Background: an optimization exercise with open tools, aiming at small area and few clock cycles. Do not read the settings as production practice. Function was checked by simulation only, so behaviour that the tests miss may differ from the original. Power and IR drop assume default switching activity.

### design/flow/config.mk
export PLATFORM = sky130hd
export DESIGN_NAME = d_cache
export DESIGN_NICKNAME = d_cache
export VERILOG_FILES = /design/flow/design.v
export SDC_FILE = /design/flow/constraint.sdc
export NUM_CORES = 4
export LEC_CHECK = 0
export CAP_MARGIN = 20
export CORE_MARGIN = 2
export CORE_UTILIZATION = 45
export SLEW_MARGIN = 20
### design/flow/constraint.sdc
create_clock -name core_clock -period 9.0 [get_ports {clk}]
set_input_delay 1.8000 -clock core_clock [delete_from_list [all_inputs] [get_ports {clk}]]
set_output_delay 1.8000 -clock core_clock [all_outputs]
set_load 0.01 [all_outputs]
### design/flow/run.sh
#!/bin/bash
# synth_recipe.tcl (not shown) runs the flow's synth.tcl, then flattens the netlist and writes it again
# the make line also repeats each setting of config.mk as NAME=value (left out here)
make -C /OpenROAD-flow-scripts/flow DESIGN_CONFIG=/design/flow/config.mk WORK_HOME=/design/flow/orfs CLKGATE_MAP_FILE= SYNTH_SCRIPT=/design/flow/synth_recipe.tcl finish
### design/flow/design.v
`timescale 1ns/1ps
module d_cache #(
  parameter ADDR_WIDTH = 32,
  parameter DATA_WIDTH = 32,
  parameter NUM_SETS = 8,
  parameter ASSOC = 4,
  parameter LINE_WORDS = 1
)(
  input  logic                    clk,
  input  logic                    rst_n,
  input  logic [ADDR_WIDTH-1:0]   cpu_addr,
  input  logic                    cpu_rd,
  input  logic                    cpu_wr,
  input  logic [DATA_WIDTH-1:0]   cpu_wdata,
  output logic [DATA_WIDTH-1:0]   cpu_rdata,
  output logic                    cpu_ready,
  output logic [ADDR_WIDTH-1:0]   mem_addr,
  output logic                    mem_rd,
  output logic                    mem_wr,
  output logic [DATA_WIDTH-1:0]   mem_wdata,
  input  logic [DATA_WIDTH-1:0]   mem_rdata,
  input  logic                    mem_ready
);
  localparam SET_BITS = 3;
  localparam WAY_BITS = 2;
  localparam TAG_BITS = ADDR_WIDTH - SET_BITS;
  localparam LINES = NUM_SETS * ASSOC;
  wire [SET_BITS-1:0] set = cpu_addr[SET_BITS-1:0];
  wire [TAG_BITS-1:0] tag = cpu_addr[ADDR_WIDTH-1 -: TAG_BITS];
  logic [LINES-1:0]                 line_dirty;
  logic [LINES-1:0][TAG_BITS-1:0]   line_tag;
  logic [LINES-1:0][DATA_WIDTH-1:0] line_data;
  logic [NUM_SETS-1:0][5:0] mru;
  logic [NUM_SETS-1:0]      v0;
  logic st_wb;     
  logic st_rd;     
  logic [SET_BITS+WAY_BITS-1:0] ridx;   
  logic [5:0] m;
  logic [3:0] valid;
  logic [ASSOC-1:0][TAG_BITS-1:0] stag;
  logic [ASSOC-1:0] sdirty;
  always_comb begin
    m = mru[set];
    valid[0] = v0[set];
    valid[1] = v0[set] | m[0];
    valid[2] = v0[set] | m[1];
    valid[3] = v0[set] | m[2];
    stag = '0;
    sdirty = '0;
    for (int s = 0; s < NUM_SETS; s++)
      for (int w = 0; w < ASSOC; w++) begin
        stag[w] = stag[w] | (line_tag[s*ASSOC+w] & {TAG_BITS{set == s}});
        sdirty[w] = sdirty[w] | (line_dirty[s*ASSOC+w] & (set == s));
      end
  end
  logic hit;
  logic [WAY_BITS-1:0] hit_way;
  always_comb begin
    hit = 0;
    hit_way = '0;
    for (int w = 0; w < ASSOC; w++) begin
      if (valid[w] && stag[w] == tag) begin
        hit = 1;
        hit_way = w;
      end
    end
  end
  logic [WAY_BITS-1:0] victim;
  always_comb begin
    if (m[0] && m[1] && m[2])         victim = 2'd0;
    else if (!m[0] && m[3] && m[4])   victim = 2'd1;
    else if (!m[1] && !m[3] && m[5])  victim = 2'd2;
    else                              victim = 2'd3;
  end
  wire idle = !st_wb && !st_rd;
  wire req  = cpu_rd || cpu_wr;
  wire miss_start = idle && req && !hit;
  wire victim_dirty = valid[victim] && sdirty[victim];
  wire fill = st_rd && mem_ready;
  wire hit_wr = idle && cpu_wr && hit;
  wire touch = (idle && req && hit) || fill;
  wire [WAY_BITS-1:0] tway = fill ? ridx[1:0] : hit_way;
  logic [5:0] mnew;
  always_comb begin
    mnew = m;
    case (tway)
      2'd0: begin mnew[0] = 0; mnew[1] = 0; mnew[2] = 0; end
      2'd1: begin mnew[0] = 1; mnew[3] = 0; mnew[4] = 0; end
      2'd2: begin mnew[1] = 1; mnew[3] = 1; mnew[5] = 0; end
      2'd3: begin mnew[2] = 1; mnew[4] = 1; mnew[5] = 1; end
    endcase
  end
  always_ff @(posedge clk or negedge rst_n) begin
    if (!rst_n) begin
      cpu_ready <= 0;
      mem_rd <= 0;
      mem_wr <= 0;
      st_wb <= 0;
      st_rd <= 0;
      ridx <= '0;
      mru <= '0;
      v0 <= '0;
    end else begin
      cpu_ready <= (idle && req && hit) || fill;
      mem_wr <= miss_start && victim_dirty;
      mem_rd <= (miss_start && !victim_dirty) || (st_wb && mem_ready);
      if (miss_start && victim_dirty) st_wb <= 1;
      else if (mem_ready) st_wb <= 0;
      if ((miss_start && !victim_dirty) || (st_wb && mem_ready)) st_rd <= 1;
      else if (mem_ready) st_rd <= 0;
      if (idle) ridx <= {set, hit ? hit_way : victim};
      if (touch) mru[set] <= mnew;
      if (fill && ridx[1:0] == 2'd0) v0[set] <= 1;
    end
  end
  wire [SET_BITS+WAY_BITS-1:0] widx = fill ? ridx : {set, hit_way};
  wire [DATA_WIDTH-1:0] wdata = (fill && !cpu_wr) ? mem_rdata : cpu_wdata;
  wire data_we = fill || hit_wr;
  always_ff @(posedge clk) begin
    for (int l = 0; l < LINES; l++) begin
      if (data_we && widx == l) begin
        line_data[l] <= wdata;
        line_dirty[l] <= cpu_wr;
      end
      if (fill && ridx == l) line_tag[l] <= tag;
    end
  end
  logic [DATA_WIDTH-1:0] rdata;
  always_comb begin
    rdata = '0;
    for (int l = 0; l < LINES; l++)
      rdata = rdata | (line_data[l] & {DATA_WIDTH{ridx == l}});
  end
  assign cpu_rdata = rdata;
  assign mem_wdata = rdata;
  assign mem_addr  = mem_wr ? {stag[ridx[1:0]], set} : cpu_addr;
endmodule
==> results.sh, run 1 <==
export IMPL_numCtsBuffers=203
export IMPL_vias_per_cell=6.76
export IMPL_synth_nets=4944
export IMPL_endpoint_kind="output pin"
export IMPL_yosysWarningCount=1
export IMPL_core_area_um2=177000
export IMPL_yosysTopAreaCell="edfxtp_1"
export IMPL_whs_endpoint="v0[4]"
export IMPL_crit_family="buffers and inverters"
export IMPL_r2r_start="v0[1]"
export IMPL_dr_first_iter_drc_count=9295
export IMPL_maxSlewViolCount=0
export IMPL_wl_met1_um=108000
export IMPL_root_buffer="clkbuf_16"
export IMPL_reg2reg_slack_ns=3.45
export IMPL_synth_edff_count=1984
export IMPL_startpoint_type="input pin"
export IMPL_worstMarginPinSlew_ns=1.20
export IMPL_tritoncts="built"
export IMPL_clk_latency_ns=0.88
export IMPL_worstSetupStartpoint="cpu_addr[1]"
export IMPL_grt_pass1_wl_um=390000
export IMPL_yosysTopAreaCellShare_pct=74.3
export IMPL_wl_met2_um=130000
export IMPL_status="finished clean"
export IMPL_ys_seq_elements=2050
export IMPL_cp_max_fo=71
export IMPL_start_util_pct=45.4
export IMPL_r2r_cells=12
export IMPL_finalPower_mw=24.5
export IMPL_fin_nets=5277
export IMPL_fin_crit_sh_pct=91.7
export IMPL_wl_met3_um=32500
export IMPL_num_io_pins=200
export IMPL_first_global_vias=49000
export IMPL_path_buf_inv=5
export IMPL_leakagePower_nw=29.7
export IMPL_path_common_cell="clkdlybuf4s50_1"
export IMPL_vdd_drop_max_v=0.000234
export IMPL_layout_common_cells="1984 x edfxtp_1, 477 x a22oi_1, 228 x buf_4"
export IMPL_portBuffers=199
export IMPL_final_setup_viol_count=0
export IMPL_path_clk_slew_ns=0.06
export IMPL_synth_area_leaders="edfxtp_1 74%, a22oi_1 4.5%, dfrtp_1 2.1%, a22o_1 1.8%, a221oi_1 1.4%"
export IMPL_postPlaceCellArea_um2=86500
export IMPL_hp_class="reg -> reg"
export IMPL_die_area_um2=182000
export IMPL_avgSynthCellArea_um2=16.6
export IMPL_max_stage_delay_ns=0.64
export IMPL_grt_usage_pct=30.7
export IMPL_maxCapViolations=0
export IMPL_async_flop_share_pct=3.22
export IMPL_place_hpwl_um=165000
export IMPL_reg2reg_to="line_data[600]"
export IMPL_rsz0062_at_grt="false"
export IMPL_min_from="v0[4]"
export IMPL_die_h_um=426
export IMPL_hold_buffers=0
export IMPL_top_layer="met4"
export IMPL_finalWirelength_um=282000
export IMPL_cts_max_path_buffers=3
export IMPL_syn_area_um2=80200
export IMPL_fin_worst_skew_ns=0.0501
export IMPL_netlist_instances=4825
export IMPL_gr_total_overflow=0
export IMPL_wire_per_inst_um=36.7
export IMPL_critPathRequiredTime_ns=7.20
export IMPL_hold_viol=0
export IMPL_num_vias=51900
export IMPL_antenna_left=0
export IMPL_grt_max_degree=93
export IMPL_gp_congestion=0.979
export IMPL_yosysUniqueCellTypes=91
export IMPL_die_w_um=426
export IMPL_clock_sinks=2050
export IMPL_hold_depth=1
export IMPL_path_cells="clkdlybuf4s50_1 > buf_4 > ha_4 > buf_12 > inv_1 > o22ai_1 > nor3_1 > a311oi_1 > a31oi_1 > a21oi_1 > clkdlybuf4s50_1"
export IMPL_final_area_um2=93100
export IMPL_core_rowCount=154
export IMPL_slew_headroom_pct=18.0
export IMPL_antenna_found_initial=5
export IMPL_cts_resized=0
export IMPL_ys_seq_area_share_pct=76.3
export IMPL_final_setup_tns_ns=0
export IMPL_path_class="in -> out"
export IMPL_cts_setup_buffers=0
export IMPL_htree_levels=4
export IMPL_drc_errors=0
export IMPL_crit_arrival_ns=6.45
export IMPL_drive_gt1_share_pct=14.2
export IMPL_final_common_cell="edfxtp_1"
export IMPL_fmax_ghz=0.121
export IMPL_drtPass1Iterations=8
export IMPL_ys_flop_type="edfxtp_1"
export IMPL_area_growth_pct=16.1
export IMPL_cp_slowest_cell="a311oi_1"
export IMPL_fin_crit_ns=8.25
export IMPL_powerDensity_nw_per_um2=264
-- per-layer routing --
metal / global-route usage (%) / vias up
met5: 0 / -
met4: 11.2 / 0
met3: 6.17 / 551
met2: 47.7 / 3748
met1: 42.9 / 26700
li1: - / 20800
-- state kept, by name, indices dropped and copies added, names as in the netlist --
signal,cells
cpu_ready,1
line_data,1024
line_dirty,32
line_tag,928
mem_rd,1
mem_wr,1
mru,48
ridx,5
st_rd,1
st_wb,1
v0,8
-- through the flow --
stage | util (%) | worst slack, ns | hold WS, ns | std cells
floorplan | - | 1.12 | 0.423 | 4825
global placement | 49.0 | 0.638 | 0.437 | 7292
detailed placement | 48.9 | 0.694 | 0.445 | 7292
CTS | 52.7 | 0.820 | 0.459 | 7669
global route | 52.7 | 0.758 | 0.479 | 7670
finish | 52.7 | 0.747 | 0.457 | 7672
-- cell type report --
class                      count  area, um^2
fill                       14100       83600
sequential                  2050       61200
multi-input combinational   2406       17900
clock buffer                 245        5260
timing repair buffer         456        4280
tap                         2340        2930
clock inverter               132        1320
inverter                      41         154
antenna                        2        5.00
-- cell usage after synthesis (all sizes together), types with 9 or more instances --
cell type,instances
a21o,22
a21oi,108
a221o,45
a221oi,127
a222oi,71
a22o,162
a22oi,477
a31o,11
a31oi,30
a32o,13
and2,13
and3,25
buf,191
clkbuf,137
dfrtp,66
edfxtp,1984
ha,17
inv,39
mux2,43
mux2i,59
mux4,21
nand2,153
nand3,138
nand4,112
nor2,176
nor3,84
nor4,47
o211ai,28
o21a,22
o21ai,84
o21bai,13
o22a,9
o22ai,19
o2bb2ai,25
o311ai,14
o31ai,28
or3,49
or3b,11
or4,30
xnor2,21
-- power breakdown --
| group | total (mW) | switching (mW) | leakage, nW | internal (mW) |
|---|---|---|---|---|
| combinational | 4.99 | 3.27 | 7.81 | 1.72 |
| clock | 8.44 | 3.69 | 3.18 | 4.75 |
| sequential | 11.1 | 0.170 | 18.7 | 10.9 |
-- worst max-delay path by stage --
| stage | to | slack [ns] | depth (start not counted) |
|---|---|---|---|
| floorplan | line_data[1000] | 1.12 | 19 |
| global placement | line_data[838] | 0.64 | 16 |
| detailed placement | line_data[713] | 0.69 | 17 |
| CTS | mem_addr[14] | 0.82 | 14 |
| global route | mem_addr[4] | 0.76 | 11 |
| finish | mem_addr[4] | 0.75 | 11 |
-- kinds of logic (layout without fill, tap and decap cells) --
| family | count (synthesis) | in the layout | synth area share (%) |
|---|---|---|---|
| AO/OA/AOI/OAI | 1367 | 1367 | 13.3 |
| XOR/XNOR | 25 | 25 | 0.273 |
| adder cells (fa/ha/maj) | 18 | 18 | 0.290 |
| buffers and inverters | 369 | 874 | 2.25 |
| flip-flops | 2050 | 2050 | 76.3 |
| multiplexers | 123 | 123 | 1.93 |
| other | 0 | 2 | 0 |
| AND/OR/NAND/NOR | 873 | 873 | 5.64 |
Testbench counts, summed over its fixed seeds: cycles 80,897.
==> run 2: changes to the inputs <==
--- a/design/flow/design.v
+++ b/design/flow/design.v
@@ -135,3 +135,9 @@
   assign mem_wdata = rdata;
-  assign mem_addr  = mem_wr ? {stag[ridx[1:0]], set} : cpu_addr;
+  logic [TAG_BITS-1:0] atag;
+  always_comb begin
+    atag = tag & {TAG_BITS{!mem_wr}};
+    for (int w = 0; w < ASSOC; w++)
+      atag = atag | (stag[w] & {TAG_BITS{mem_wr && ridx[1:0] == w}});
+  end
+  assign mem_addr = {atag, set};
 endmodule
==> design/flow/flow/run.sh (new file) <==
#!/bin/bash
# The standard layout, with two changes: synthesis maps the logic with an
# area-recovery ABC script (flow/area.abc), and the layout uses small port
# buffers and a clock tree of clkbuf_16 leaf clusters of up to 20 sinks without dummy loads.
# make's output goes to flow_make.log; each tool's log is under orfs/logs.
set -euo pipefail
W=$(pwd)
ORFS=$W/orfs
RES=$ORFS/results/$FLOW_PLATFORM/d_cache/base
export AREA_ABC_SCRIPT=$W/flow/area.abc
{ echo "source $W/flow/abc_wrap.tcl"; cat $W/synth_recipe.tcl; } > $W/flow_synth.tcl
export BUFFER_PORTS_ARGS="-buffer_cell sky130_fd_sc_hd__buf_1"
export CTS_ARGS="-sink_clustering_enable -repair_clock_nets -sink_clustering_size 20 -sink_clustering_max_diameter 80 -buf_list sky130_fd_sc_hd__clkbuf_16 -dont_use_dummy_load"
make -C $FLOW_HOME DESIGN_CONFIG=$FLOW_CONFIG WORK_HOME=$ORFS CLKGATE_MAP_FILE= \
  SYNTH_SCRIPT=$W/flow_synth.tcl finish > $W/flow_make.log 2>&1
: # left out here: write the final layout as DEF
==> design/flow/flow/abc_wrap.tcl (new file) <==
# Run ABC with the area-recovery mapping script beside this file instead of
# the one the synthesis script names. Registers are mapped before this step,
# so they stay exactly as the standard synthesis makes them.
proc abc {args} {
  set i [lsearch -exact $args -script]
  if {$i >= 0} { lset args [expr {$i + 1}] $::env(AREA_ABC_SCRIPT) }
  yosys abc {*}$args
}
==> design/flow/flow/area.abc (new file) <==
strash
&get -n
&st
&dch
&nf -R 1000
&put
==> design/flow/standard.sh (new file) <==
#!/bin/bash
# synth_recipe.tcl (not shown) runs the flow's synth.tcl, then flattens the netlist and writes it again
# the make line also repeats each setting of config.mk as NAME=value (left out here)
make -C /OpenROAD-flow-scripts/flow DESIGN_CONFIG=/design/flow/config.mk WORK_HOME=/design/flow/orfs CLKGATE_MAP_FILE= SYNTH_SCRIPT=/design/flow/synth_recipe.tcl "${@:-finish}"
removed: design/flow/run.sh
==> run 2 against run 1 <==
  * Routed wire length decreased by 18%
  * Highest routed layer is now met5
  * Area after synthesis decreased by 5.5%
  * Combinational power decreased by 23%
  * Worst setup slack improved by 0.17 ns
  * Largest power group unchanged
  * Still clean
  * Critical path depth increased by 10
  * Core utilization decreased by 2.3 points
  * Critical path type is now in -> reg
==> results.sh, run 2 <==
export IMPL_portBuffers=199
export IMPL_netSwitchingFraction_pct=29.2
export IMPL_top_regs="line_data (1024), line_tag (928), mru (48)"
export IMPL_powerDensity_nw_per_um2=238
export IMPL_yosysMostFrequentCell="edfxtp_1"
export IMPL_fmax_ghz=0.124
export IMPL_ys_top_cells_by_count="1984 x edfxtp_1, 443 x a222oi_1, 347 x nand2_1"
export IMPL_path_common_cell="nand2_1"
export IMPL_first_global_vias=43800
export IMPL_crit_family="simple AND/OR/NAND/NOR gates"
export IMPL_netlist_instances=4160
export IMPL_vdd_drop_max_v=0.000232
export IMPL_whs_ns=0.475
export IMPL_final_util_pct=50.4
export IMPL_fin_crit_sh_pct=89.8
export IMPL_r2r_start="mru[0]"
export IMPL_drtPass1Iterations=7
export IMPL_path_cells="buf_1 > clkinv_1 > ha_1 > ha_4 > buf_4 > a222oi_1 > clkinv_1 > a221oi_1 > nand2_1 > xor2_1 > nor4_1 > nand4_1 > nor4_1 > nand2_1 > nand2_1 > mux2i_1 > clkinv_1 > ha_1 > nand2_1 > nor3_4 > buf_4"
export IMPL_num_io_pins=200
export IMPL_cts_resized=0
export IMPL_leakagePower_nw=26.2
export IMPL_drc_errors=0
export IMPL_cp_depth=21
export IMPL_critPathRequiredTime_ns=9.38
export IMPL_grt_pass1_wl_um=324000
export IMPL_r2r_cells=15
export IMPL_finalWirelength_um=230000
export IMPL_status="finished clean"
export IMPL_async_flop_share_pct=3.22
export IMPL_core_rowCount=150
export IMPL_fin_crit_ns=8.08
export IMPL_grt_max_degree=67
export IMPL_dr_first_iter_drc_count=7772
export IMPL_core_area_um2=167000
export IMPL_hp_class="reg -> reg"
export IMPL_crit_arrival_ns=8.47
export IMPL_wire_per_inst_um=33.6
export IMPL_die_w_um=414
export IMPL_hold_viol=0
export IMPL_synth_area_leaders="edfxtp_1 79%, a222oi_1 5.9%, dfrtp_1 2.2%, a22oi_1 2.2%, nand2_1 1.7%"
export IMPL_max_stage_delay_ns=0.91
export IMPL_area_growth_pct=11.3
export IMPL_pre_cts_ws_ns=0.234
export IMPL_path_buf_inv=6
export IMPL_die_area_um2=172000
export IMPL_gp_congestion=0.877
export IMPL_cts_setup_buffers=0
export IMPL_yosysUniqueCellTypes=55
export IMPL_antenna_found_initial=7
export IMPL_synth_edff_count=1984
export IMPL_endpoint_kind="register"
export IMPL_path_class="in -> reg"
export IMPL_ys_flop_type="edfxtp_1"
export IMPL_largest_reg_flops=1024
export IMPL_vias_per_cell=6.58
export IMPL_tritoncts="built"
export IMPL_yosysTopAreaCell="edfxtp_1"
export IMPL_startpoint_type="input pin"
export IMPL_clk_latency_ns=0.79
export IMPL_timing_final_ws_setup_ns=0.915
export IMPL_fin_nets=4768
export IMPL_final_common_cell="edfxtp_1"
export IMPL_antenna_left=0
export IMPL_rsz0062_at_grt="false"
export IMPL_slew_headroom_pct=21.9
export IMPL_numCtsBuffers=115
export IMPL_p_sw_mw=5.87
export IMPL_worstMarginPinSlew_ns=1.17
export IMPL_start_util_pct=45.3
export IMPL_yosysWarningCount=1
export IMPL_hold_buffers=0
export IMPL_ys_seq_area_share_pct=80.8
export IMPL_nFillCells=13600
export IMPL_htree_levels=3
export IMPL_seq_power_share_pct=55.3
export IMPL_fin_worst_skew_ns=0.102
export IMPL_worstSetupStartpoint="cpu_addr[1]"
export IMPL_synth_nets=4281
export IMPL_maxCapViolations=0
export IMPL_syn_area_um2=75800
export IMPL_endpoint="line_data[252]"
export IMPL_drive_gt1_share_pct=10.0
export IMPL_p_int_mw=14.2
export IMPL_layout_common_cells="1984 x edfxtp_1, 443 x a222oi_1, 347 x nand2_1"
export IMPL_reg2reg_slack_ns=3.15
export IMPL_avgSynthCellArea_um2=18.2
export IMPL_cts_max_path_buffers=3
export IMPL_root_buffer="clkbuf_16"
export IMPL_top_register="line_data"
export IMPL_combPwrFrac_pct=19.2
export IMPL_cp_slowest_cell="nor4_1"
export IMPL_gr_total_overflow=0
export IMPL_maxSlewViolCount=0
export IMPL_clock_sinks=2050
export IMPL_final_setup_viol_count=0
export IMPL_grt_usage_pct=26.1
export IMPL_cp_max_fo=32
export IMPL_die_h_um=414
export IMPL_stdcell_count=6851
export IMPL_ys_seq_elements=2050
export IMPL_final_setup_tns_ns=0
export IMPL_num_vias=45100
export IMPL_place_hpwl_um=129000
export IMPL_yosysTopAreaCellShare_pct=78.6
export IMPL_p_clk_share_pct=25.5
export IMPL_path_clk_slew_ns=0.08
export IMPL_reg2reg_to="line_data[252]"
export IMPL_dp_cells=6734
[run 2: cell types whose count changed after synthesis, sizes merged, moves of 54 or more]
| cell | change |
|---|---|
| a221oi | -92 |
| a222oi | +372 |
| a22o | -143 |
| a22oi | -258 |
| and3 | +79 |
| buf | -156 |
| clkbuf | -137 |
| nand2 | +194 |
| nand3 | -68 |
| xnor2 | +54 |
[run 2: worst reg2reg max path, cell delays in order (launching register included)]
cell	delay [ns]
dfrtp_1	0.44
mux4_2	0.26
nor2_1	0.04
nor2_1	0.50
o21ai_0	0.24
nor3_1	0.55
nand4_1	0.31
nor4_1	0.91
nand2_1	0.13
nand2_1	0.14
mux2i_1	0.22
clkinv_1	0.17
ha_1	0.24
nand2_1	0.39
nor3_4	0.33
buf_4	0.55
[run 2: worst min-delay path by stage]
stage | startpoint | endpoint | slack [ns] | cells past startpoint
floorplan | v0[0] | v0[0] | 0.43 | 1
global placement | v0[3] | v0[3] | 0.45 | 1
detailed placement | v0[1] | v0[1] | 0.46 | 1
CTS | v0[6] | v0[6] | 0.48 | 1
global route | v0[0] | v0[0] | 0.49 | 1
finish | mru[40] | mru[40] | 0.47 | 2
[run 2: per-layer routing]
metal | global-route usage (%) | part of all wire, %
met1 | 34.6 | 37
met2 | 44.2 | 49
met3 | 3.45 | 9.2
met4 | 9.88 | 4.3
met5 | 0 | 0.0056
[run 2: layout make-up]
cell class	instances	area, um^2	share of cell area (%)
flip-flops and latches	2050	61200	72.6
multi-input cells	2047	14800	17.6
diodes	2	5.00	0.00594
clock buffers	115	2880	3.41
well taps	2204	2760	3.27
inverters	28	105	0.125
repair buffers	405	2520	2.99
[run 2: power by group through the flow]
stage / Clock [mW] / Combinational [mW] / Sequential (mW)
floorplan: 0 / 2.20 / 11.3
global placement: 0 / 3.82 / 11.3
detailed placement: 0 / 3.83 / 11.3
CTS: 5.18 / 3.84 / 11.1
global route: 5.50 / 4.08 / 11.1
finish: 5.13 / 3.85 / 11.1
[run 2: per-stage QoR]
stage | area (um^2) | power (mW)
after floorplan | 75900 | 13.5
after global placement | 81400 | 15.1
after detailed placement | 81400 | 15.2
after CTS | 84300 | 20.1
after global routing | 84300 | 20.7
final | 84300 | 20.1
[run 2: cell families after synthesis]
| kind of cell | share of synthesized area (%) |
|---|---|
| flip-flops | 80.8 |
| buffers and inverters | 0.485 |
| AND/OR/NAND/NOR | 5.61 |
| AO/OA/AOI/OAI | 10.6 |
| multiplexers | 1.01 |
| adder cells (fa/ha/maj) | 0.340 |
| XOR/XNOR | 1.18 |
Testbench counts of run 2, summed over its fixed seeds: cycles 80,897.
==> run 3: changes to the inputs <==
--- a/design/flow/flow/run.sh
+++ b/design/flow/flow/run.sh
@@ -3,3 +3,3 @@
 # area-recovery ABC script (flow/area.abc), and the layout uses small port
-# buffers and a clock tree of clkbuf_16 leaf clusters of up to 20 sinks without dummy loads.
+# buffers and a clock tree of clkbuf_16 leaf clusters of up to 25 sinks without dummy loads.
 # make's output goes to flow_make.log; each tool's log is under orfs/logs.
@@ -12,3 +12,3 @@
 export BUFFER_PORTS_ARGS="-buffer_cell sky130_fd_sc_hd__buf_1"
-export CTS_ARGS="-sink_clustering_enable -repair_clock_nets -sink_clustering_size 20 -sink_clustering_max_diameter 80 -buf_list sky130_fd_sc_hd__clkbuf_16 -dont_use_dummy_load"
+export CTS_ARGS="-sink_clustering_enable -repair_clock_nets -sink_clustering_size 25 -sink_clustering_max_diameter 80 -buf_list sky130_fd_sc_hd__clkbuf_16 -dont_use_dummy_load"
 make -C $FLOW_HOME DESIGN_CONFIG=$FLOW_CONFIG WORK_HOME=$ORFS CLKGATE_MAP_FILE= \
--- a/design/flow/config.mk
+++ b/design/flow/config.mk
@@ -7,5 +7,5 @@
 export LEC_CHECK = 0
-export CAP_MARGIN = 20
+export CAP_MARGIN = 0
 export CORE_MARGIN = 2
-export CORE_UTILIZATION = 45
-export SLEW_MARGIN = 20
+export CORE_UTILIZATION = 60
+export SLEW_MARGIN = 0
==> run 3 against run 2 <==
  * Worst setup slack better by 0.32 ns
  * Total power is 2.8% lower
  * Register-to-register slack better by 0.21 ns
  * Sequential share of layout area is 0.79 points higher
  * Via count is 0.41% lower
  * Flip-flop and latch count stayed put
  * Highest routed layer unchanged
  * Core utilization is 16 points higher
  * Clock-buffer cell count is 20 lower
  * Fmax is 4.1% higher
  * Die area is 25% lower
  * First-iteration DRC count is 0.99% lower
  * Hold slack worse by 0.0024 ns
==> results.sh, run 3 <==
export IMPL_gp_congestion=0.905
export IMPL_final_setup_tns_ns=0
export IMPL_top_register="line_data"
export IMPL_powerDensity_nw_per_um2=234
export IMPL_p_sw_mw=5.67
export IMPL_grt_max_degree=67
export IMPL_dr_first_iter_drc_count=7695
export IMPL_async_flop_share_pct=3.22
export IMPL_drc_errors=0
export IMPL_hp_class="reg -> reg"
export IMPL_first_global_vias=42800
export IMPL_layout_common_cells="1984 x edfxtp_1, 443 x a222oi_1, 347 x nand2_1"
export IMPL_netlist_instances=4160
export IMPL_root_buffer="clkbuf_16"
export IMPL_maxCapViolations=0
export IMPL_crit_arrival_ns=8.37
export IMPL_slew_headroom_pct=10.6
export IMPL_startpoint_type="input pin"
export IMPL_vdd_drop_max_v=0.000269
export IMPL_avgSynthCellArea_um2=18.2
export IMPL_cts_max_path_buffers=3
export IMPL_portBuffers=199
export IMPL_tritoncts="built"
export IMPL_largest_reg_flops=1024
export IMPL_combPwrFrac_pct=19.2
export IMPL_cp_slowest_cell="nor4_1"
export IMPL_vias_per_cell=7.14
export IMPL_synth_area_leaders="edfxtp_1 79%, a222oi_1 5.9%, dfrtp_1 2.2%, a22oi_1 2.2%, nand2_1 1.7%"
export IMPL_pre_cts_ws_ns=0.614
export IMPL_ys_top_cells_by_count="1984 x edfxtp_1, 443 x a222oi_1, 347 x nand2_1"
export IMPL_ys_seq_area_share_pct=80.8
export IMPL_endpoint_kind="register"
export IMPL_critPathRequiredTime_ns=9.60
export IMPL_wire_per_inst_um=35.2
export IMPL_fin_crit_ns=7.77
export IMPL_maxSlewViolCount=0
export IMPL_cp_max_fo=41
export IMPL_drtPass1Iterations=8
export IMPL_yosysMostFrequentCell="edfxtp_1"
export IMPL_core_area_um2=125000
export IMPL_die_area_um2=129000
export IMPL_final_setup_viol_count=0
export IMPL_max_stage_delay_ns=0.56
export IMPL_netSwitchingFraction_pct=29.0
export IMPL_gr_total_overflow=0
export IMPL_grt_pass1_wl_um=313000
export IMPL_whs_ns=0.472
export IMPL_grt_usage_pct=33.8
export IMPL_htree_levels=3
export IMPL_start_util_pct=60.4
export IMPL_leakagePower_nw=26.1
export IMPL_path_clk_slew_ns=0.10
export IMPL_place_hpwl_um=129000
export IMPL_yosysWarningCount=1
export IMPL_fin_worst_skew_ns=0.0585
export IMPL_antenna_left=0
export IMPL_area_growth_pct=10.1
export IMPL_clk_latency_ns=0.73
export IMPL_fmax_ghz=0.129
export IMPL_ys_seq_elements=2050
export IMPL_cts_setup_buffers=0
export IMPL_fin_nets=4759
export IMPL_num_vias=44900
export IMPL_p_int_mw=13.9
export IMPL_final_common_cell="edfxtp_1"
export IMPL_numCtsBuffers=95
export IMPL_top_regs="line_data (1024), line_tag (928), mru (48)"
export IMPL_antenna_found_initial=2
export IMPL_yosysUniqueCellTypes=55
export IMPL_synth_nets=4281
export IMPL_p_clk_share_pct=23.6
export IMPL_nFillCells=8586
export IMPL_finalWirelength_um=221000
export IMPL_drive_gt1_share_pct=9.62
export IMPL_seq_power_share_pct=57.1
export IMPL_antennaDiodeCount=0
export IMPL_status="finished clean"
export IMPL_path_class="in -> reg"
export IMPL_fin_crit_sh_pct=86.3
export IMPL_clock_sinks=2050
export IMPL_reg2reg_slack_ns=3.36
export IMPL_yosysTopAreaCell="edfxtp_1"
export IMPL_ys_flop_type="edfxtp_1"
export IMPL_worstMarginPinSlew_ns=1.34
export IMPL_timing_final_ws_setup_ns=1.23
export IMPL_die_w_um=359
export IMPL_synth_edff_count=1984
export IMPL_hold_viol=0
export IMPL_core_rowCount=130
export IMPL_yosysTopAreaCellShare_pct=78.6
export IMPL_cts_resized=0
export IMPL_num_io_pins=200
export IMPL_rsz0062_at_grt="false"
export IMPL_path_common_cell="nor2_1"
export IMPL_syn_area_um2=75800
export IMPL_hold_buffers=0
export IMPL_die_h_um=359
## run 3: cell counts after synthesis
Identical to the previous run, type by type.
## run 3: power by group through the flow
stage	Combinational (mW)	Clock [mW]	Sequential [mW]
after floorplan	2.20	0	11.3
after global placement	3.72	0	11.4
after detailed placement	3.74	0	11.4
after CTS	3.75	4.65	11.2
after global routing	3.97	4.96	11.2
final	3.76	4.62	11.2
## run 3: worst paths after layout
kind / startpoint / endpoint / cells after the start
setup / recovery: cpu_addr[1] / mru[7] / 29
hold / removal: v0[7] / v0[7] / 1
setup reg to reg: v0[5] / mru[7] / 23
hold reg to reg: v0[7] / v0[7] / 1
max in group asynchronous: rst_n / ridx[4] / 2
min in group asynchronous: rst_n / mru[46] / 2
## run 3: stage by stage
stage / utilization (%) / power (mW) / instance area [um^2] / instances
2_1_floorplan: - / 13.5 / 75900 / 4160
5_1_grt: 66.5 / 20.1 / 83400 / 6286
3_5_place_dp: 64.6 / 15.1 / 81000 / 6191
6_report: 66.5 / 19.5 / 83400 / 6286
3_3_place_gp: 64.6 / 15.1 / 81000 / 6191
4_1_cts: 66.5 / 19.6 / 83400 / 6286
## run 3: cell type report
class	instances	area [um^2]	share of cell area (%)
Clock buffer	95	2380	2.85
Multi-Input combinational cell	2047	14800	17.8
Tap cell	1650	2060	2.47
Sequential cell	2050	61200	73.4
Inverter	28	105	0.126
Timing Repair Buffer	416	2810	3.36
## run 3: cell families (layout without fill, tap and decap cells)
group	after synthesis	in the layout	share of synthesized area, %
buffers and inverters	63	539	0.485
adder cells (fa/ha/maj)	20	20	0.340
XOR/XNOR	102	102	1.18
AND/OR/NAND/NOR	919	919	5.61
AO/OA/AOI/OAI	951	951	10.6
multiplexers	55	55	1.01
flip-flops	2050	2050	80.8
## run 3: critical path: cells and delay by family
kind,cells,cell delay (ns)
adder cells (fa/ha/maj),3,1.01
buffers and inverters,7,1.50
AND/OR/NAND/NOR,12,2.29
multiplexers,1,0.30
AO/OA/AOI/OAI,5,1.31
XOR/XNOR,1,0.12
## run 3: routing by layer
metal / wire length, um / GRT usage (%) / vias up / part of all wire (%)
li1: - / - / 18700 / -
met1: 82000 / 45.7 / 23100 / 37
met2: 109000 / 56.4 / 2722 / 49
met3: 20400 / 4.53 / 404 / 9.2
met4: 9570 / 13.7 / 2 / 4.3
met5: 13 / 0 / - / 0.0059
==> run 4: changes to the inputs <==
--- a/design/flow/config.mk
+++ b/design/flow/config.mk
@@ -7,5 +7,5 @@
 export LEC_CHECK = 0
-export CAP_MARGIN = 0
+export CAP_MARGIN = 20
 export CORE_MARGIN = 2
-export CORE_UTILIZATION = 60
-export SLEW_MARGIN = 0
+export CORE_UTILIZATION = 45
+export SLEW_MARGIN = 20
==> run 4 against run 3 <==
  * Non-clock buffer count is 11 lower
  * Total power is 0.95% higher
  * Fmax is 4.4% lower
  * Clock skew is 0.027 ns higher
  * Synthesized cell count stayed put
  * Sequential power hardly changed
==> results.sh, run 4 <==
export IMPL_syn_area_um2=75800
export IMPL_synth_edff_count=1984
export IMPL_avgSynthCellArea_um2=18.2
export IMPL_top_register="line_data"
export IMPL_seq_area_um2=61200
export IMPL_root_buffer="clkbuf_16"
export IMPL_yosysMostFrequentCell="edfxtp_1"
export IMPL_multi_input_area_um2=14800
export IMPL_netSwitchingFraction_pct=29.4
export IMPL_p_sw_mw=5.79
export IMPL_drc_errors=0
export IMPL_fin_nets=4752
export IMPL_layout_common_cells="1984 x edfxtp_1, 443 x a222oi_1, 347 x nand2_1"
export IMPL_yosysTopAreaCellShare_pct=78.6
export IMPL_clock_sinks=2050
export IMPL_final_setup_tns_ns=0
export IMPL_maxSlewViolCount=0
export IMPL_die_area_um2=172000
export IMPL_grt_max_degree=67
export IMPL_cp_max_fo=31
export IMPL_core_rowCount=150
export IMPL_clk_latency_ns=0.77
export IMPL_portBuffers=199
export IMPL_worstMarginPinSlew_ns=1.17
export IMPL_endpoint_kind="register"
export IMPL_yosysTopAreaCell="edfxtp_1"
export IMPL_fin_worst_skew_ns=0.0853
export IMPL_async_flop_share_pct=3.22
export IMPL_fin_crit_ns=8.12
export IMPL_antenna_left=0
export IMPL_finalWirelength_um=230000
export IMPL_numCtsBuffers=99
export IMPL_synth_nets=4281
export IMPL_finalPower_mw=19.7
export IMPL_seq_power_share_pct=56.4
export IMPL_vias_per_cell=6.60
export IMPL_vdd_drop_max_v=0.000256
export IMPL_hp_class="reg -> reg"
export IMPL_core_area_um2=167000
export IMPL_yosysWarningCount=1
export IMPL_powerDensity_nw_per_um2=235
export IMPL_nFillCells=13600
export IMPL_final_common_cell="edfxtp_1"
export IMPL_dr_first_iter_drc_count=7494
export IMPL_critPathRequiredTime_ns=9.60
export IMPL_cts_resized=0
export IMPL_die_w_um=414
export IMPL_cts_max_path_buffers=3
export IMPL_wire_per_inst_um=33.6
export IMPL_area_growth_pct=10.7
export IMPL_die_h_um=414
export IMPL_tritoncts="built"
export IMPL_num_io_pins=200
export IMPL_startpoint_type="input pin"
export IMPL_dp_cells=6734
export IMPL_yosysUniqueCellTypes=55
export IMPL_status="finished clean"
export IMPL_crit_arrival_ns=8.72
export IMPL_fin_crit_sh_pct=90.2
export IMPL_ys_seq_area_share_pct=80.8
export IMPL_p_clk_share_pct=24.1
export IMPL_cts_setup_buffers=0
export IMPL_hold_viol=0
export IMPL_drtPass1Iterations=8
export IMPL_combPwrFrac_pct=19.5
export IMPL_path_clk_slew_ns=0.10
export IMPL_leakagePower_nw=26.0
export IMPL_grt_pass1_wl_um=323000
export IMPL_num_vias=45100
export IMPL_gr_total_overflow=0
export IMPL_p_int_mw=13.9
export IMPL_final_setup_viol_count=0
export IMPL_fmax_ghz=0.123
export IMPL_netlist_instances=4160
export IMPL_place_hpwl_um=129000
export IMPL_ys_seq_elements=2050
export IMPL_slew_headroom_pct=22.0
export IMPL_drive_gt1_share_pct=9.70
export IMPL_first_global_vias=43600
export IMPL_maxCapViolations=0
export IMPL_ys_flop_type="edfxtp_1"
export IMPL_top_regs="line_data (1024), line_tag (928), mru (48)"
export IMPL_stdcell_count=6835
export IMPL_start_util_pct=45.3
export IMPL_path_class="in -> reg"
export IMPL_grt_usage_pct=26.1
export IMPL_largest_reg_flops=1024
export IMPL_rsz0062_at_grt="false"
export IMPL_htree_levels=3
export IMPL_antenna_found_initial=6
export IMPL_ys_top_cells_by_count="1984 x edfxtp_1, 443 x a222oi_1, 347 x nand2_1"
export IMPL_hold_buffers=0
export IMPL_gp_congestion=0.877
export IMPL_synth_area_leaders="edfxtp_1 79%, a222oi_1 5.9%, dfrtp_1 2.2%, a22oi_1 2.2%, nand2_1 1.7%"
-- run 4: worst max-delay path: stages --
cell	delay (ns)
buf_1	0.26
clkinv_1	0.31
ha_1	0.39
ha_4	0.38
buf_4	0.31
a222oi_1	0.34
nand4_1	0.16
a221oi_1	0.62
xnor2_1	0.31
nand4_1	0.17
nor4_1	0.60
nand4_1	0.43
nand2_1	0.17
nand2_1	0.08
mux2i_1	0.51
clkinv_1	0.27
ha_1	0.30
a21oi_1	0.14
nor2_1	0.08
nand2_1	0.09
nor2_1	0.05
a31oi_1	0.22
nor2_1	0.10
o21ai_0	0.34
or2_0	0.17
o21ai_0	0.09
-- run 4: final cells by class --
cell class | count | area share, %
Sequential cell | 2050 | 73.0
Multi-Input combinational cell | 2047 | 17.7
Tap cell | 2204 | 3.29
Timing Repair Buffer | 405 | 3.00
Clock buffer | 99 | 2.95
Inverter | 28 | 0.125
Antenna cell | 2 | 0.00596
-- run 4: logic make-up after synthesis --
family	after synthesis	share of synthesized area [%]
AOI/OAI and AO/OA	951	10.6
muxes	55	1.01
xor gates and xnor gates	102	1.18
and+or+nand+nor	919	5.61
DFF	2050	80.8
buffers and inverters	63	0.485
adders and majority gates	20	0.340
-- run 4: power by group through the flow --
stage / logic (mW) / clock network [mW] / registers, mW
after global routing: 4.08 / 5.12 / 11.1
after detailed placement: 3.83 / 0 / 11.3
after global placement: 3.82 / 0 / 11.3
after floorplan: 2.20 / 0 / 11.3
final: 3.84 / 4.76 / 11.1
after CTS: 3.84 / 4.81 / 11.1
-- run 4: worst paths after layout --
check / from / end / slack [ns] / cells after the start
setup / recovery: cpu_addr[1] / mru[10] / 0.88 / 26
hold / removal: mru[40] / mru[40] / 0.47 / 2
setup reg to reg: mru[0] / line_data[237] / 3.19 / 15
hold reg to reg: mru[40] / mru[40] / 0.47 / 2
max in group asynchronous: rst_n / mru[41] / 7.07 / 2
min in group asynchronous: rst_n / v0[7] / 1.25 / 2
-- run 4: routing by layer --
metal / track usage [%] / share of wire, % / up-vias
met2: 44.0 / 49 / 2753
met5: 0 / 0 / -
li1: - / - / 18700
met4: 9.84 / 4.3 / 0
met1: 34.5 / 37 / 23300
met3: 3.68 / 9.3 / 411
-- run 4: stage by stage --
stage               hold slack [ns]  utilization [%]  setup slack, ns  instance area, um^2
floorplan                     0.432                -           -0.729                75900
finish                        0.474             50.2            0.880                83900
detailed placement            0.457             48.7            0.234                81400
global route                  0.494             50.2            0.462                83900
CTS                           0.479             50.2             1.00                83900
global placement              0.447             48.7            0.259                81400
==> run 5: changes to the inputs <==
--- a/design/flow/flow/run.sh
+++ b/design/flow/flow/run.sh
@@ -3,3 +3,3 @@
 # area-recovery ABC script (flow/area.abc), and the layout uses small port
-# buffers and a clock tree of clkbuf_16 leaf clusters of up to 25 sinks without dummy loads.
+# buffers and a clock tree of clkbuf_16 leaf clusters of up to 30 sinks without dummy loads.
 # make's output goes to flow_make.log; each tool's log is under orfs/logs.
@@ -12,3 +12,3 @@
 export BUFFER_PORTS_ARGS="-buffer_cell sky130_fd_sc_hd__buf_1"
-export CTS_ARGS="-sink_clustering_enable -repair_clock_nets -sink_clustering_size 25 -sink_clustering_max_diameter 80 -buf_list sky130_fd_sc_hd__clkbuf_16 -dont_use_dummy_load"
+export CTS_ARGS="-sink_clustering_enable -repair_clock_nets -sink_clustering_size 30 -sink_clustering_max_diameter 60 -buf_list sky130_fd_sc_hd__clkbuf_16 -dont_use_dummy_load"
 make -C $FLOW_HOME DESIGN_CONFIG=$FLOW_CONFIG WORK_HOME=$ORFS CLKGATE_MAP_FILE= \
--- a/design/flow/config.mk
+++ b/design/flow/config.mk
@@ -7,5 +7,5 @@
 export LEC_CHECK = 0
-export CAP_MARGIN = 20
+export CAP_MARGIN = 0
 export CORE_MARGIN = 2
-export CORE_UTILIZATION = 45
-export SLEW_MARGIN = 20
+export CORE_UTILIZATION = 60
+export SLEW_MARGIN = 0
==> run 5 against run 4 <==
  * Still clean on timing, DRC and antenna
  * Hold slack worse by 0.0080 ns
  * Critical path depth is the same
  * Sequential share of layout area down 0.56 points
  * Total power grew 4.5%
  * Largest power group unchanged
==> results.sh, run 5 <==
export IMPL_crit_arrival_ns=8.53
export IMPL_vias_per_cell=7.14
export IMPL_num_vias=45200
export IMPL_root_buffer="clkbuf_16"
export IMPL_area_growth_pct=11.6
export IMPL_fin_worst_skew_ns=0.0570
export IMPL_slew_headroom_pct=8.90
export IMPL_die_w_um=359
export IMPL_timing_final_ws_setup_ns=1.12
export IMPL_ys_seq_area_share_pct=80.8
export IMPL_nFillCells=8488
export IMPL_reg2reg_to="mru[7]"
export IMPL_multi_input_area_um2=14800
export IMPL_ys_top_cells_by_count="1984 x edfxtp_1, 443 x a222oi_1, 347 x nand2_1"
export IMPL_synth_nets=4281
export IMPL_grt_pass1_wl_um=315000
export IMPL_yosysWarningCount=1
export IMPL_cts_setup_buffers=0
export IMPL_largest_reg_flops=1024
export IMPL_drtPass1Iterations=8
export IMPL_stdcell_count=6333
export IMPL_synth_top_family_by_area="compound AO/OA/AOI/OAI gates"
export IMPL_finalWirelength_um=223000
export IMPL_synthMuxAreaShare_pct=1.01
export IMPL_min_from="v0[7]"
export IMPL_drive_gt1_share_pct=10.5
export IMPL_yosysUniqueCellTypes=55
export IMPL_powerDensity_nw_per_um2=244
export IMPL_leakagePower_nw=26.7
export IMPL_htree_levels=4
export IMPL_synth_compound_area_share_pct=10.6
export IMPL_die_h_um=359
export IMPL_yosysTopAreaCellShare_pct=78.6
export IMPL_wire_per_inst_um=35.1
export IMPL_layout_common_cells="1984 x edfxtp_1, 443 x a222oi_1, 347 x nand2_1"
export IMPL_synthAdderAreaFrac_pct=0.340
export IMPL_worstMarginPinSlew_ns=1.36
export IMPL_clk_latency_ns=0.80
export IMPL_seq_area_um2=61200
export IMPL_start_util_pct=60.4
export IMPL_status="finished clean"
export IMPL_fin_crit_ns=7.88
export IMPL_hold_depth=1
export IMPL_final_common_cell="edfxtp_1"
export IMPL_maxSlewViolCount=0
export IMPL_cp_max_fo=36
export IMPL_fmax_ghz=0.127
export IMPL_syn_area_um2=75800
export IMPL_rsz0062_at_grt="false"
export IMPL_die_area_um2=129000
export IMPL_r2r_start="line_tag[76]"
export IMPL_hold_viol=0
export IMPL_top_register="line_data"
export IMPL_path_class="in -> reg"
export IMPL_path_clk_slew_ns=0.07
export IMPL_tritoncts="built"
export IMPL_drc_errors=0
export IMPL_place_hpwl_um=129000
export IMPL_reg2reg_slack_ns=3.29
export IMPL_numCtsBuffers=141
export IMPL_yosysTopAreaCell="edfxtp_1"
export IMPL_dr_first_iter_drc_count=7691
export IMPL_whs_endpoint="v0[7]"
export IMPL_ys_flop_type="edfxtp_1"
export IMPL_hold_buffers=0
export IMPL_gp_congestion=0.905
export IMPL_synthXorXnorAreaFrac_pct=1.18
export IMPL_cts_max_path_buffers=3
export IMPL_core_rowCount=130
export IMPL_grt_usage_pct=34.2
export IMPL_num_io_pins=200
export IMPL_core_area_um2=125000
export IMPL_fin_nets=4805
export IMPL_synth_edff_count=1984
export IMPL_dp_cells=6191
export IMPL_first_global_vias=43200
export IMPL_portBuffers=199
export IMPL_clock_sinks=2050
export IMPL_grt_max_degree=67
export IMPL_synth_area_leaders="edfxtp_1 79%, a222oi_1 5.9%, dfrtp_1 2.2%, a22oi_1 2.2%, nand2_1 1.7%"
export IMPL_top_regs="line_data (1024), line_tag (928), mru (48)"
export IMPL_gr_total_overflow=0
export IMPL_vdd_drop_max_v=0.000261
export IMPL_synth_simple_gate_area_share_pct=5.61
export IMPL_antenna_found_initial=2
export IMPL_final_setup_viol_count=0
export IMPL_critPathRequiredTime_ns=9.65
export IMPL_hp_class="reg -> reg"
export IMPL_endpoint_kind="register"
export IMPL_netlist_instances=4160
export IMPL_pre_cts_ws_ns=0.614
export IMPL_async_flop_share_pct=3.22
export IMPL_avgSynthCellArea_um2=18.2
export IMPL_fin_crit_sh_pct=87.6
export IMPL_maxCapViolations=0
export IMPL_cts_resized=0
export IMPL_antenna_left=0
export IMPL_startpoint_type="input pin"
export IMPL_ys_seq_elements=2050
export IMPL_r2r_cells=20
export IMPL_yosysMostFrequentCell="edfxtp_1"
run 5: cell types whose count changed in the layout (fill, tap and decap cells not counted), moves of 2 or more:
cell	previous run	this run
buf_1	188	186
buf_12	17	33
buf_4	189	184
clkbuf_16	99	141
clkbuf_2	9	12
mux2_1	21	34
mux2_2	13	0
run 5: stage by stage:
stage	power (mW)	utilization, %	area [um^2]	hold WS, ns	TNS [ns]
detailed placement	15.1	64.6	81000	0.453	0
finish	20.6	67.4	84600	0.466	0
global placement	15.1	64.6	81000	0.445	0
global route	21.2	67.4	84600	0.486	0
floorplan	13.5	-	75900	0.432	-140.63
CTS	20.6	67.4	84600	0.469	0
run 5: area by class of cell:
type                       count  share of cell area [%]
tap                         1650                    2.44
multi-input combinational   2047                    17.5
clock buffer                 141                    4.17
inverter                      28                   0.124
timing repair buffer         416                    3.32
sequential                  2050                    72.4
antenna                        1                 0.00296
run 5: worst max-delay path by stage:
stage | to | startpoint
after CTS | mru[7] | cpu_addr[1]
after global routing | mru[7] | cpu_addr[1]
after floorplan | line_data[192] | cpu_addr[0]
after detailed placement | mru[15] | cpu_addr[1]
after global placement | mru[7] | cpu_addr[1]
final | mru[7] | cpu_addr[1]
run 5: critical path, stage by stage:
cell and delay [ns]:
buf_1 0.30, clkinv_1 0.11, buf_4 0.18, ha_1 0.30, ha_4 0.32, buf_12 0.22, a222oi_1 0.38, nand4_1 0.13
a221oi_1 0.56, xnor2_1 0.13, nor4_1 1.12, nand4_1 0.29, nand2_1 0.24, mux2_1 0.30, clkinv_1 0.19, ha_1 0.35
nor2_1 0.11, nor2_1 0.05, nor2_1 0.20, and2_0 0.20, nor2_1 0.05, a21oi_1 0.24, o21ai_0 0.17, nor2_1 0.18
nand2_1 0.09, o21ai_0 0.20
run 5: cell families (layout without fill, tap and decap cells):
family / after synthesis / after routing
muxes: 55 / 55
buffers and inverters: 63 / 585
and+or+nand+nor: 919 / 919
AOI/OAI and AO/OA: 951 / 951
other: 0 / 1
adders and majority gates: 20 / 20
xor gates and xnor gates: 102 / 102
DFF: 2050 / 2050
run 5: routing by layer:
metal  global-route usage (%)  routed length, um  vias to the layer above  share of wire (%)
met5                        0                 13                        -             0.0058
met4                     14.5              10100                        2                4.5
met3                     5.09              21300                      456                9.6
met2                     56.7             109000                     2746                 49
met1                     45.9              81700                    23200                 37
li1                         -                  -                    18800                  -
run 5: report_power, final:
part           leakage (nW)  total, mW  switching, mW  internal, mW
combinational          6.24       3.76           2.72          1.04
clock                  1.74       5.69           2.92          2.77
sequential             18.7       11.2          0.218          11.0
total                  26.7       20.6           5.86          14.8
==> run 6: changes to the inputs <==
--- a/design/flow/design.v
+++ b/design/flow/design.v
@@ -36,3 +36,7 @@
   logic st_rd;     
+  logic st_ww;     
+  logic bg_wr;     
+  logic bg_rd;     
   logic [SET_BITS+WAY_BITS-1:0] ridx;   
+  logic [ADDR_WIDTH-1:0] maddr;
   logic [5:0] m;
@@ -74,10 +78,15 @@
   end
-  wire idle = !st_wb && !st_rd;
   wire req  = cpu_rd || cpu_wr;
-  wire miss_start = idle && req && !hit;
+  wire idle = !st_wb && !st_rd && !st_ww;
+  wire mem_free = !bg_wr && (!bg_rd || mem_ready);
   wire victim_dirty = valid[victim] && sdirty[victim];
-  wire fill = st_rd && mem_ready;
-  wire hit_wr = idle && cpu_wr && hit;
-  wire touch = (idle && req && hit) || fill;
-  wire [WAY_BITS-1:0] tway = fill ? ridx[1:0] : hit_way;
+  wire hit_ok   = idle && req && hit;
+  wire miss_go  = idle && req && !hit && mem_free;
+  wire wm_clean = miss_go && cpu_wr && !victim_dirty;   
+  wire ww_done  = st_ww;                                
+  wire fill     = st_rd && mem_ready;
+  wire hit_wr   = hit_ok && cpu_wr;
+  wire alloc    = wm_clean || ww_done || fill;          
+  wire [WAY_BITS-1:0] wway = idle ? (hit ? hit_way : victim) : ridx[1:0];
+  wire touch = hit_ok || alloc;
   logic [5:0] mnew;
@@ -85,3 +94,3 @@
     mnew = m;
-    case (tway)
+    case (wway)
       2'd0: begin mnew[0] = 0; mnew[1] = 0; mnew[2] = 0; end
@@ -99,3 +108,7 @@
       st_rd <= 0;
+      st_ww <= 0;
+      bg_wr <= 0;
+      bg_rd <= 0;
       ridx <= '0;
+      maddr <= '0;
       mru <= '0;
@@ -103,17 +116,20 @@
     end else begin
-      cpu_ready <= (idle && req && hit) || fill;
-      mem_wr <= miss_start && victim_dirty;
-      mem_rd <= (miss_start && !victim_dirty) || (st_wb && mem_ready);
-      if (miss_start && victim_dirty) st_wb <= 1;
-      else if (mem_ready) st_wb <= 0;
-      if ((miss_start && !victim_dirty) || (st_wb && mem_ready)) st_rd <= 1;
-      else if (mem_ready) st_rd <= 0;
-      if (idle) ridx <= {set, hit ? hit_way : victim};
+      cpu_ready <= hit_ok || alloc;
+      mem_wr <= miss_go && victim_dirty;
+      mem_rd <= (miss_go && !victim_dirty) || (st_wb && mem_ready) || (bg_wr && mem_ready);
+      st_wb <= miss_go && victim_dirty && cpu_rd || st_wb && !mem_ready;
+      st_rd <= miss_go && !victim_dirty && cpu_rd || st_wb && mem_ready || st_rd && !mem_ready;
+      st_ww <= miss_go && victim_dirty && cpu_wr;
+      bg_wr <= ww_done || bg_wr && !mem_ready;
+      bg_rd <= wm_clean || bg_wr && mem_ready || bg_rd && !mem_ready;
+      if (idle) ridx <= {set, wway};
+      if (miss_go || ww_done || (st_wb && mem_ready))
+        maddr <= (miss_go && victim_dirty) ? {stag[victim], set} : cpu_addr;
       if (touch) mru[set] <= mnew;
-      if (fill && ridx[1:0] == 2'd0) v0[set] <= 1;
+      if (alloc && wway == 2'd0) v0[set] <= 1;
     end
   end
-  wire [SET_BITS+WAY_BITS-1:0] widx = fill ? ridx : {set, hit_way};
-  wire [DATA_WIDTH-1:0] wdata = (fill && !cpu_wr) ? mem_rdata : cpu_wdata;
-  wire data_we = fill || hit_wr;
+  wire [SET_BITS+WAY_BITS-1:0] widx = {set, wway};
+  wire [DATA_WIDTH-1:0] wdata = fill ? mem_rdata : cpu_wdata;
+  wire data_we = hit_wr || alloc;
   always_ff @(posedge clk) begin
@@ -122,5 +138,5 @@
         line_data[l] <= wdata;
-        line_dirty[l] <= cpu_wr;
+        line_dirty[l] <= !fill;
       end
-      if (fill && ridx == l) line_tag[l] <= tag;
+      if (alloc && widx == l) line_tag[l] <= tag;
     end
@@ -135,9 +151,3 @@
   assign mem_wdata = rdata;
-  logic [TAG_BITS-1:0] atag;
-  always_comb begin
-    atag = tag & {TAG_BITS{!mem_wr}};
-    for (int w = 0; w < ASSOC; w++)
-      atag = atag | (stag[w] & {TAG_BITS{mem_wr && ridx[1:0] == w}});
-  end
-  assign mem_addr = {atag, set};
+  assign mem_addr  = maddr;
 endmodule
--- a/design/flow/flow/run.sh
+++ b/design/flow/flow/run.sh
@@ -3,3 +3,3 @@
 # area-recovery ABC script (flow/area.abc), and the layout uses small port
-# buffers and a clock tree of clkbuf_16 leaf clusters of up to 30 sinks without dummy loads.
+# buffers and a clock tree of clkbuf_16 leaf clusters of up to 25 sinks without dummy loads.
 # make's output goes to flow_make.log; each tool's log is under orfs/logs.
@@ -12,3 +12,3 @@
 export BUFFER_PORTS_ARGS="-buffer_cell sky130_fd_sc_hd__buf_1"
-export CTS_ARGS="-sink_clustering_enable -repair_clock_nets -sink_clustering_size 30 -sink_clustering_max_diameter 60 -buf_list sky130_fd_sc_hd__clkbuf_16 -dont_use_dummy_load"
+export CTS_ARGS="-sink_clustering_enable -repair_clock_nets -sink_clustering_size 25 -sink_clustering_max_diameter 80 -buf_list sky130_fd_sc_hd__clkbuf_16 -dont_use_dummy_load"
 make -C $FLOW_HOME DESIGN_CONFIG=$FLOW_CONFIG WORK_HOME=$ORFS CLKGATE_MAP_FILE= \
--- a/design/flow/config.mk
+++ b/design/flow/config.mk
@@ -7,5 +7,5 @@
 export LEC_CHECK = 0
-export CAP_MARGIN = 0
+export CAP_MARGIN = 20
 export CORE_MARGIN = 2
-export CORE_UTILIZATION = 60
-export SLEW_MARGIN = 0
+export CORE_UTILIZATION = 45
+export SLEW_MARGIN = 20
==> run 6 against run 5 <==
  * Routed wire length increased by 0.70%
  * Cell area increased by 2.6%
  * Fmax decreased by 2.8%
  * Core utilization decreased by 17 points
  * Critical path type unchanged
  * Clock-buffer cell count decreased by 38
==> results.sh, run 6 <==
export IMPL_numCtsBuffers=103
export IMPL_dp_cells=7034
export IMPL_crit_arrival_ns=8.72
export IMPL_grt_max_degree=65
export IMPL_antenna_left=0
export IMPL_r2r_cells=18
export IMPL_hold_buffers=0
export IMPL_ys_seq_area_share_pct=80.3
export IMPL_powerDensity_nw_per_um2=244
export IMPL_cp_max_fo=56
export IMPL_maxCapViolations=0
export IMPL_avgSynthCellArea_um2=17.7
export IMPL_wire_per_inst_um=31.4
export IMPL_clk_latency_ns=0.81
export IMPL_drive_gt1_share_pct=10.7
export IMPL_top_register="line_data"
export IMPL_slew_headroom_pct=21.2
export IMPL_num_io_pins=200
export IMPL_finalWirelength_um=224000
export IMPL_cts_setup_buffers=0
export IMPL_grt_pass1_wl_um=321000
export IMPL_drc_errors=0
export IMPL_async_flop_share_pct=4.84
export IMPL_gp_congestion=0.845
export IMPL_ys_top_cells_by_count="1984 x edfxtp_1, 450 x nand2_1, 390 x a222oi_1"
export IMPL_endpoint_kind="register"
export IMPL_start_util_pct=45.2
export IMPL_leakagePower_nw=26.9
export IMPL_tritoncts="built"
export IMPL_vdd_drop_max_v=0.000211
export IMPL_fin_crit_sh_pct=90.1
export IMPL_cts_max_path_buffers=3
export IMPL_core_rowCount=152
export IMPL_htree_levels=3
export IMPL_postPlaceCellArea_um2=84100
export IMPL_fin_nets=5026
export IMPL_ys_flop_type="edfxtp_1"
export IMPL_dr_first_iter_drc_count=7425
export IMPL_top_regs="line_data (1024), line_tag (928), mru (48)"
export IMPL_die_w_um=418
export IMPL_yosysMostFrequentCell="edfxtp_1"
export IMPL_final_setup_viol_count=0
export IMPL_synth_area_leaders="edfxtp_1 77%, a222oi_1 5.0%, dfrtp_1 3.3%, a22oi_1 2.2%, nand2_1 2.2%"
export IMPL_syn_area_um2=77300
export IMPL_critPathRequiredTime_ns=9.61
export IMPL_clock_sinks=2085
export IMPL_stdcell_count=7139
export IMPL_yosysTopAreaCell="edfxtp_1"
export IMPL_nFillCells=14000
export IMPL_layout_common_cells="1984 x edfxtp_1, 448 x nand2_1, 390 x a222oi_1"
export IMPL_seq_area_um2=62100
export IMPL_synth_nets=4485
export IMPL_die_area_um2=175000
export IMPL_startpoint_type="input pin"
export IMPL_yosysTopAreaCellShare_pct=77.1
export IMPL_grt_usage_pct=25.3
export IMPL_final_area_um2=86700
export IMPL_place_hpwl_um=132000
export IMPL_antenna_found_initial=2
export IMPL_first_global_vias=44500
export IMPL_cts_resized=0
export IMPL_synth_edff_count=1984
export IMPL_yosysUniqueCellTypes=52
export IMPL_yosysWarningCount=1
export IMPL_hold_depth=1
export IMPL_fmax_ghz=0.123
export IMPL_max_stage_delay_ns=0.58
export IMPL_antennaDiodeCount=0
export IMPL_path_common_cell="nor2_1"
export IMPL_hold_viol=0
export IMPL_multi_input_area_um2=15600
export IMPL_gr_total_overflow=0
export IMPL_netlist_instances=4367
export IMPL_path_class="in -> reg"
export IMPL_final_common_cell="edfxtp_1"
export IMPL_fin_crit_ns=8.11
export IMPL_fin_worst_skew_ns=0.119
export IMPL_status="finished clean"
export IMPL_ys_seq_elements=2085
export IMPL_path_clk_slew_ns=0.05
export IMPL_rsz0062_at_grt="false"
export IMPL_largest_reg_flops=1024
export IMPL_core_area_um2=171000
export IMPL_num_vias=46100
export IMPL_area_growth_pct=12.2
export IMPL_hp_class="reg -> reg"
export IMPL_portBuffers=199
export IMPL_worstMarginPinSlew_ns=1.18
export IMPL_cp_slowest_cell="or4_1"
export IMPL_die_h_um=418
export IMPL_whs_ns=0.467
export IMPL_maxSlewViolCount=0
export IMPL_vias_per_cell=6.46
export IMPL_root_buffer="clkbuf_16"
export IMPL_drtPass1Iterations=9
run 6: stage by stage:
| stage | util, % | total power, mW | TNS (ns) | setup WS (ns) |
|---|---|---|---|---|
| 5_1_grt | 50.7 | 21.9 | 0 | 0.602 |
| 2_1_floorplan | - | 14.3 | -452.65 | -0.514 |
| 4_1_cts | 50.7 | 21.2 | 0 | 0.923 |
| 3_3_place_gp | 49.1 | 16.5 | 0 | 0.183 |
| 3_5_place_dp | 49.2 | 16.5 | 0 | 0.155 |
| 6_report | 50.7 | 21.2 | 0 | 0.889 |
run 6: worst paths after layout:
check | end | slack [ns] | startpoint
setup / recovery | mru[13] | 0.89 | cpu_addr[1]
hold / removal | v0[5] | 0.47 | v0[5]
setup reg to reg | line_tag[167] | 2.92 | line_tag[100]
hold reg to reg | v0[5] | 0.47 | v0[5]
max in group asynchronous | maddr[19] | 6.53 | rst_n
min in group asynchronous | mru[4] | 1.17 | rst_n
run 6: worst max-delay path: cells and delay by family:
family,cells,cell delay (ns)
AND/OR/NAND/NOR,13,3.13
adder cells (fa/ha/maj),2,0.57
AO/OA/AOI/OAI,8,1.93
buffers and inverters,5,1.10
XOR/XNOR,1,0.11
run 6: cell families after synthesis:
| group | share of synthesized area, % |
|---|---|
| flops | 80.3 |
| mux | 1.38 |
| simple gates | 6.31 |
| xor+xnor | 1.37 |
| buf+inv | 0.374 |
| fa+ha+maj | 0.285 |
| compound gates | 9.95 |
run 6: final cells by class:
type | instances | share of cell area [%]
flip-flops and latches | 2085 | 71.6
multi-input cells | 2237 | 18.0
repair buffers | 468 | 4.15
well taps | 2233 | 3.22
clock buffers | 103 | 2.97
inverters | 13 | 0.0563
run 6: where the power goes:
| group | internal [mW] | total (mW) | switching (mW) | leakage [nW] |
|---|---|---|---|---|
| combinational | 1.37 | 4.79 | 3.42 | 6.57 |
| sequential | 11.3 | 11.5 | 0.221 | 19.1 |
| clock | 2.03 | 4.89 | 2.86 | 1.27 |
| total | 14.7 | 21.2 | 6.50 | 26.9 |
run 6: layer usage:
| layer | GRT usage, % | routed length (um) |
|---|---|---|
| met3 | 2.93 | 19200 |
| met1 | 34.9 | 88200 |
| met2 | 41.9 | 109000 |
| met4 | 8.29 | 7580 |
| met5 | 0 | 13 |
Testbench counts of run 6, summed over its fixed seeds: cycles 74,111.

[separate check: timing with driven ports]
No port has a modelled driver above. Below, the same layouts with a new extraction and two added sets of constraints.
Step 1: set_driving_cell puts a clkbuf_16 on clk and a buf_2 on each other input, an assumption about the parent block.
Step 2 times the ports against the registers' clock, not the clock port: input delays grow and output delays shrink by t, the midpoint of the rising clock arrivals with the driver on.
Slacks: ideal ports / drivers / drivers and shift; pairs: ideal ports / drivers.
| run | t, ns | setup WS [ns] | clock arrival spread, ns |
|---|---|---|---|
| run 1 | 0.943 | 0.747 / 0.724 / 0.353 | 0.050 / 0.050 |
| run 2 | 0.822 | 0.915 / 0.943 / 0.121 | 0.102 / 0.102 |
| run 3 | 0.784 | 1.234 / 1.290 / 0.505 | 0.059 / 0.059 |
| run 4 | 0.808 | 0.880 / 0.907 / 0.099 | 0.085 / 0.085 |
| run 5 | 0.853 | 1.120 / 1.172 / 0.319 | 0.057 / 0.057 |
| run 6 | 0.833 | 0.889 / 0.923 / 0.090 | 0.119 / 0.118 |
After both steps every run listed still meets setup and hold. The setup slack of run 5, which loses most, moves by +0.052 ns with the drivers and by -0.801 ns with both steps.
